Context: an optimization exercise on an open-source flow, tuned for small area. The choices shown serve that exercise and are no tape-out recipe.
Where RTL was checked, it was by simulation tests only, not by an equivalence proof against the original.

// cordic_oscillator
module cordic_oscillator (
    input  wire               clk,
    input  wire               rst,
    input  wire               ce,
    input  wire signed [31:0] tuning_word,
    output wire signed [15:0] sin_out,
    output wire signed [15:0] cos_out,
    output wire               valid_out
);
clock: 5.5 ns
lec_check: 0
abc_area: 1
cap_margin: 20
core_margin: 2
core_utilization: 40
cts_buf_list: sky130_fd_sc_hd__clkbuf_8
cts_cluster_diameter: 60
cts_cluster_size: 16
slew_margin: 20
run.sh (not shown) runs the stock make flow with config.mk's settings and CLKGATE_MAP_FILE= SYNTH_SCRIPT=/design/flow/synth_recipe.tcl, a recipe that flattens the netlist after the stock synthesis.
Then changed:
--- a/flow/design.v
+++ b/flow/design.v
@@ -147,33 +147,27 @@
     wire negy = qf == 2'b11;
     wire [16:0] zn = z[16:0] ^ {17{negz}};
     wire [16:0] zn1 = {16'd0, negz};
     wire signed [16:0] z_1 = zn + c1 + zn1;
     wire [0:0] d_1 = z_1_q1[16];
     wire signed [15:0] z_2 = z_1_q1 + (d_1 ? 16'sd30385 : -16'sd30385);
     wire [0:0] d_2 = z_2[15];
-    wire signed [14:0] zpa_1 = z_1_q1 + (d_1 ? 15'sd46439 : -15'sd14331);
-    wire signed [14:0] zpb_1 = z_1_q1 + (d_1 ? 15'sd14331 : -15'sd46439);
-    wire signed [14:0] z_3 = d_2 ? zpa_1 : zpb_1;
+    wire signed [14:0] z_3 = z_2 + (d_2 ? 15'sd16054 : -15'sd16054);
     wire [0:0] d_3 = z_3_q2[14];
     wire signed [13:0] z_4 = z_3_q2 + (d_3 ? 14'sd8149 : -14'sd8149);
     wire [0:0] d_4 = z_4[13];
-    wire signed [12:0] zpa_3 = z_3_q2 + (d_3 ? 13'sd12239 : -13'sd4059);
-    wire signed [12:0] zpb_3 = z_3_q2 + (d_3 ? 13'sd4059 : -13'sd12239);
-    wire signed [12:0] z_5 = d_4 ? zpa_3 : zpb_3;
+    wire signed [12:0] z_5 = z_4 + (d_4 ? 13'sd4090 : -13'sd4090);
     wire [0:0] d_5 = z_5_q3[12];
     wire signed [11:0] z_6 = z_5_q3 + (d_5 ? 12'sd2047 : -12'sd2047);
     wire [0:0] d_6 = z_6[11];
     wire signed [10:0] z_7 = z_6 + (d_6 ? 11'sd1023 : -11'sd1023);
     wire [0:0] d_7 = z_7_q4[10];
     wire signed [10:0] z_8 = z_7_q4 + (d_7 ? 11'sd511 : -11'sd511);
     wire [0:0] d_8 = z_8[10];
-    wire signed [9:0] zpa_7 = z_7_q4 + (d_7 ? 10'sd766 : -10'sd256);
-    wire signed [9:0] zpb_7 = z_7_q4 + (d_7 ? 10'sd256 : -10'sd766);
-    wire signed [9:0] z_9 = d_8 ? zpa_7 : zpb_7;
+    wire signed [9:0] z_9 = z_8 + (d_8 ? 10'sd255 : -10'sd255);
     wire [0:0] d_9 = z_9_q5[9];
     wire signed [8:0] z_10 = z_9_q5 + (d_9 ? 9'sd127 : -9'sd127);
     wire [0:0] d_10 = z_10[8];
     wire signed [7:0] z_11 = z_10 + (d_10 ? 8'sd63 : -8'sd63);
     wire [0:0] d_11 = z_11[7];
     wire signed [6:0] z_12 = z_11 + (d_11 ? 7'sd31 : -7'sd31);
     wire [0:0] d_12 = z_12_q6[6];
Outcome: The changed run passed the timing, DRC and antenna checks; fmax went up by 1.0%; setup slack improves by 0.054 ns; via count increases by 4.5%; synthesized cell count grows by 4.6%; final area increases by 4.1%; global-route usage falls by 1.1 points.

---

Setup of run A:
Another version of the RTL of cordic_oscillator (not shown whole).
Size: about 260 flip-flops, ~31,000 sq um of cells after synthesis.
export LEC_CHECK = 0
export ABC_AREA = 1
export CAP_MARGIN = 20
export CORE_MARGIN = 2
export CORE_UTILIZATION = 40
export CTS_BUF_LIST = sky130_fd_sc_hd__clkbuf_8
export CTS_CLUSTER_DIAMETER = 60
export CTS_CLUSTER_SIZE = 16
export SLEW_MARGIN = 20
create_clock -name core_clock -period 5.5 [get_ports {clk}]
Run A ran in full, but the layout does not pass; the checks complain about setup timing.
## Diff of input files: run B against run A
--- a/flow/design.v
+++ b/flow/design.v
@@ -145,27 +145,33 @@
     wire d_0 = qf == 2'b10;
     wire negx = qf == 2'b01 || qf == 2'b10;
     wire negy = qf == 2'b11;
     wire [16:0] zn = z[16:0] ^ {17{negz}};
     wire [16:0] zn1 = {16'd0, negz};
     wire signed [16:0] z_1 = zn + c1 + zn1;
     wire [0:0] d_1 = z_1_q1[16];
     wire signed [15:0] z_2 = z_1_q1 + (d_1 ? 16'sd30385 : -16'sd30385);
     wire [0:0] d_2 = z_2[15];
-    wire signed [14:0] z_3 = z_2 + (d_2 ? 15'sd16054 : -15'sd16054);
+    wire signed [14:0] zpa_1 = z_1_q1 + (d_1 ? 15'sd46439 : -15'sd14331);
+    wire signed [14:0] zpb_1 = z_1_q1 + (d_1 ? 15'sd14331 : -15'sd46439);
+    wire signed [14:0] z_3 = d_2 ? zpa_1 : zpb_1;
     wire [0:0] d_3 = z_3_q2[14];
     wire signed [13:0] z_4 = z_3_q2 + (d_3 ? 14'sd8149 : -14'sd8149);
     wire [0:0] d_4 = z_4[13];
-    wire signed [12:0] z_5 = z_4 + (d_4 ? 13'sd4090 : -13'sd4090);
+    wire signed [12:0] zpa_3 = z_3_q2 + (d_3 ? 13'sd12239 : -13'sd4059);
+    wire signed [12:0] zpb_3 = z_3_q2 + (d_3 ? 13'sd4059 : -13'sd12239);
+    wire signed [12:0] z_5 = d_4 ? zpa_3 : zpb_3;
     wire [0:0] d_5 = z_5_q3[12];
     wire signed [11:0] z_6 = z_5_q3 + (d_5 ? 12'sd2047 : -12'sd2047);
     wire [0:0] d_6 = z_6[11];
-    wire signed [10:0] z_7 = z_6 + (d_6 ? 11'sd1023 : -11'sd1023);
+    wire signed [10:0] zpa_5 = z_5_q3 + (d_5 ? 11'sd3070 : -11'sd1024);
+    wire signed [10:0] zpb_5 = z_5_q3 + (d_5 ? 11'sd1024 : -11'sd3070);
+    wire signed [10:0] z_7 = d_6 ? zpa_5 : zpb_5;
     wire [0:0] d_7 = z_7_q4[10];
     wire signed [10:0] z_8 = z_7_q4 + (d_7 ? 11'sd511 : -11'sd511);
     wire [0:0] d_8 = z_8[10];
     wire signed [9:0] z_9 = z_8 + (d_8 ? 10'sd255 : -10'sd255);
     wire [0:0] d_9 = z_9_q5[9];
     wire signed [8:0] z_10 = z_9_q5 + (d_9 ? 9'sd127 : -9'sd127);
     wire [0:0] d_10 = z_10[8];
     wire signed [7:0] z_11 = z_10 + (d_10 ? 8'sd63 : -8'sd63);
     wire [0:0] d_11 = z_11[7];
@@ -404,41 +410,31 @@
     wire signed [13:0] xs_15 = rx_15[3] ? xh_m7 : rx_15[2] ? xh_p7 : xh7;
     wire signed [13:0] yh_p7 = yh7 + 14'sd1, yh_m7 = yh7 - 14'sd1;
     wire signed [13:0] ys_15 = ry_15[3] ? yh_m7 : ry_15[2] ? yh_p7 : yh7;
     wire dn_15 = ~d_15;
     wire signed [3:0] mx_15 = {4{dn_15_q7}}, my_15 = {4{d_15_q7}};
     wire signed [3:0] ox_15 = ys_15 >>> 13, oy_15 = xs_15 >>> 13;
     wire signed [3:0] cx_15 = {3'd0, dn_15_q7}, cy_15 = {3'd0, d_15_q7};
     wire signed [3:0] rx_16 = rx_15 + (ox_15 ^ mx_15) + cx_15;
     wire signed [3:0] ry_16 = ry_15 + (oy_15 ^ my_15) + cy_15;
-    wire signed [13:0] xh_m27 = xh7 - 14'sd2;
-    wire x_z = rx_16[1:0] == 2'd0;
-    wire [1:0] x_eff = {rx_16[3], rx_16[2]} - {1'b0, negx_q7 & x_z};
-    reg signed [13:0] x_hv;
-    always @* case (x_eff) 2'b10: x_hv = xh_m27; 2'b11: x_hv = xh_m7; 2'b01: x_hv = xh_p7; default: x_hv = xh7; endcase
-    wire [1:0] x_lo = (rx_16[1:0] ^ {2{negx_q7}}) + {1'd0, negx_q7};
-    wire [15:0] x_fin = {x_hv ^ {14{negx_q7}}, x_lo};
-    wire signed [13:0] yh_m27 = yh7 - 14'sd2;
-    wire y_z = ry_16[1:0] == 2'd0;
-    wire [1:0] y_eff = {ry_16[3], ry_16[2]} - {1'b0, negy_q7 & y_z};
-    reg signed [13:0] y_hv;
-    always @* case (y_eff) 2'b10: y_hv = yh_m27; 2'b11: y_hv = yh_m7; 2'b01: y_hv = yh_p7; default: y_hv = yh7; endcase
-    wire [1:0] y_lo = (ry_16[1:0] ^ {2{negy_q7}}) + {1'd0, negy_q7};
-    wire [15:0] y_fin = {y_hv ^ {14{negy_q7}}, y_lo};
-    always @* begin
-        x_out = x_fin;
-        y_out = y_fin;
+    wire signed [13:0] xs_16 = rx_16[3] ? xh_m7 : rx_16[2] ? xh_p7 : xh7;
+    wire signed [13:0] ys_16 = ry_16[3] ? yh_m7 : ry_16[2] ? yh_p7 : yh7;
+    wire signed [15:0] x_16 = {xs_16, rx_16[1:0]};
+    wire signed [15:0] y_16 = {ys_16, ry_16[1:0]};
+    always @(posedge clk) begin
+        x_out <= negx_q7 ? -x_16 : x_16;
+        y_out <= negy_q7 ? -y_16 : y_16;
     end
-    reg [2:0] vcnt;
+    reg [3:0] vcnt;
     always @(posedge clk)
         if (rst) vcnt <= 0;
-        else if (vcnt != 7) vcnt <= vcnt + 1'b1;
-    assign valid_out = vcnt == 7;
+        else if (vcnt != 8) vcnt <= vcnt + 1'b1;
+    assign valid_out = vcnt == 8;
 endmodule
 module add_rca #(parameter W = 16) (
     input  wire [W-1:0] a,
     input  wire [W-1:0] b,
     input  wire         ci,
     output wire [W-1:0] s
 );
     wire [W:0] c;
     assign c[0] = ci;
Findings:
- Routed wire length (run B vs. run A) decreases slightly
- Synthesized instance count ends up higher on run A.
- Looking at launch point of the critical path, the core.z_7_q4[10]$_DFF_P_ result is from run B; the core.x_14_q7[3]$_DFF_P_ one comes from run A.
- On clock skew, run B tracks run A almost exactly.
- Run B against run A: weighted congestion reported at the end of routability-driven placement grew by about 1.5%; minimum clock period now smaller; multi-input logic area went down.
- More vias were needed by run A than by run B.
- From run A to run B the numbers moved as follows: met2 wirelength from detailed routing saw a decrease; portion of netlist area occupied by mux cells saw little to no change; sequential fraction of the synthesis area saw an increase; final layout net count saw a decrease.
- Run A completed end to end; final checks failed (setup timing).
- Run B finished end to end and its layout was clean on timing, DRC and antenna.
- A highest routed metal layer of met4 is what run B shows, while met5 belongs to run A.
Only the layout flow was run in run A; the RTL was not checked for function there.

static timing again, ports no longer ideal:
The flow's constraints put no driver on any port. The routed layouts listed below were extracted and timed again, unchanged, in two steps. Step 1 sets driving cells, clkbuf_16 on the clock port and buf_2 on the other inputs (assumed; they add their load-dependent delay and slew). Step 2 moves the port delays by t, midway between the first and last clock arrival at a register: inputs arrive t later, outputs are due t later. That takes back most of the time a late clock gives input paths. a / b / c = ideal ports / drivers / drivers and shift; a / b = the first two.
run | t, ns | slack for setup (ns) | worst hold slack (ns) | worst register clock-pin slew, ns | pins driven straight from the clock port
the first run of note 1 | 0.686 | 0.194 / 0.194 / -0.154 | 0.327 / 0.327 / 0.327 | 0.10 / 0.10 | 1
the second run of note 1 | 0.666 | 0.248 / 0.248 / -0.194 | 0.332 / 0.332 / 0.332 | 0.09 / 0.09 | 1
run A | 0.663 | -0.417 / -0.473 / -0.182 | 0.323 / 0.323 / 0.323 | 0.10 / 0.10 | 1
run B | 0.701 | 0.369 / 0.369 / -0.237 | 0.316 / 0.316 / 0.316 | 0.09 / 0.09 | 1
Met with ideal ports but missed after step 2: setup timing in the first run of note 1, the second run of note 1 and run B. The setup slack of run B, which loses most, moves by 0.000 ns with the drivers and by -0.606 ns with both steps.
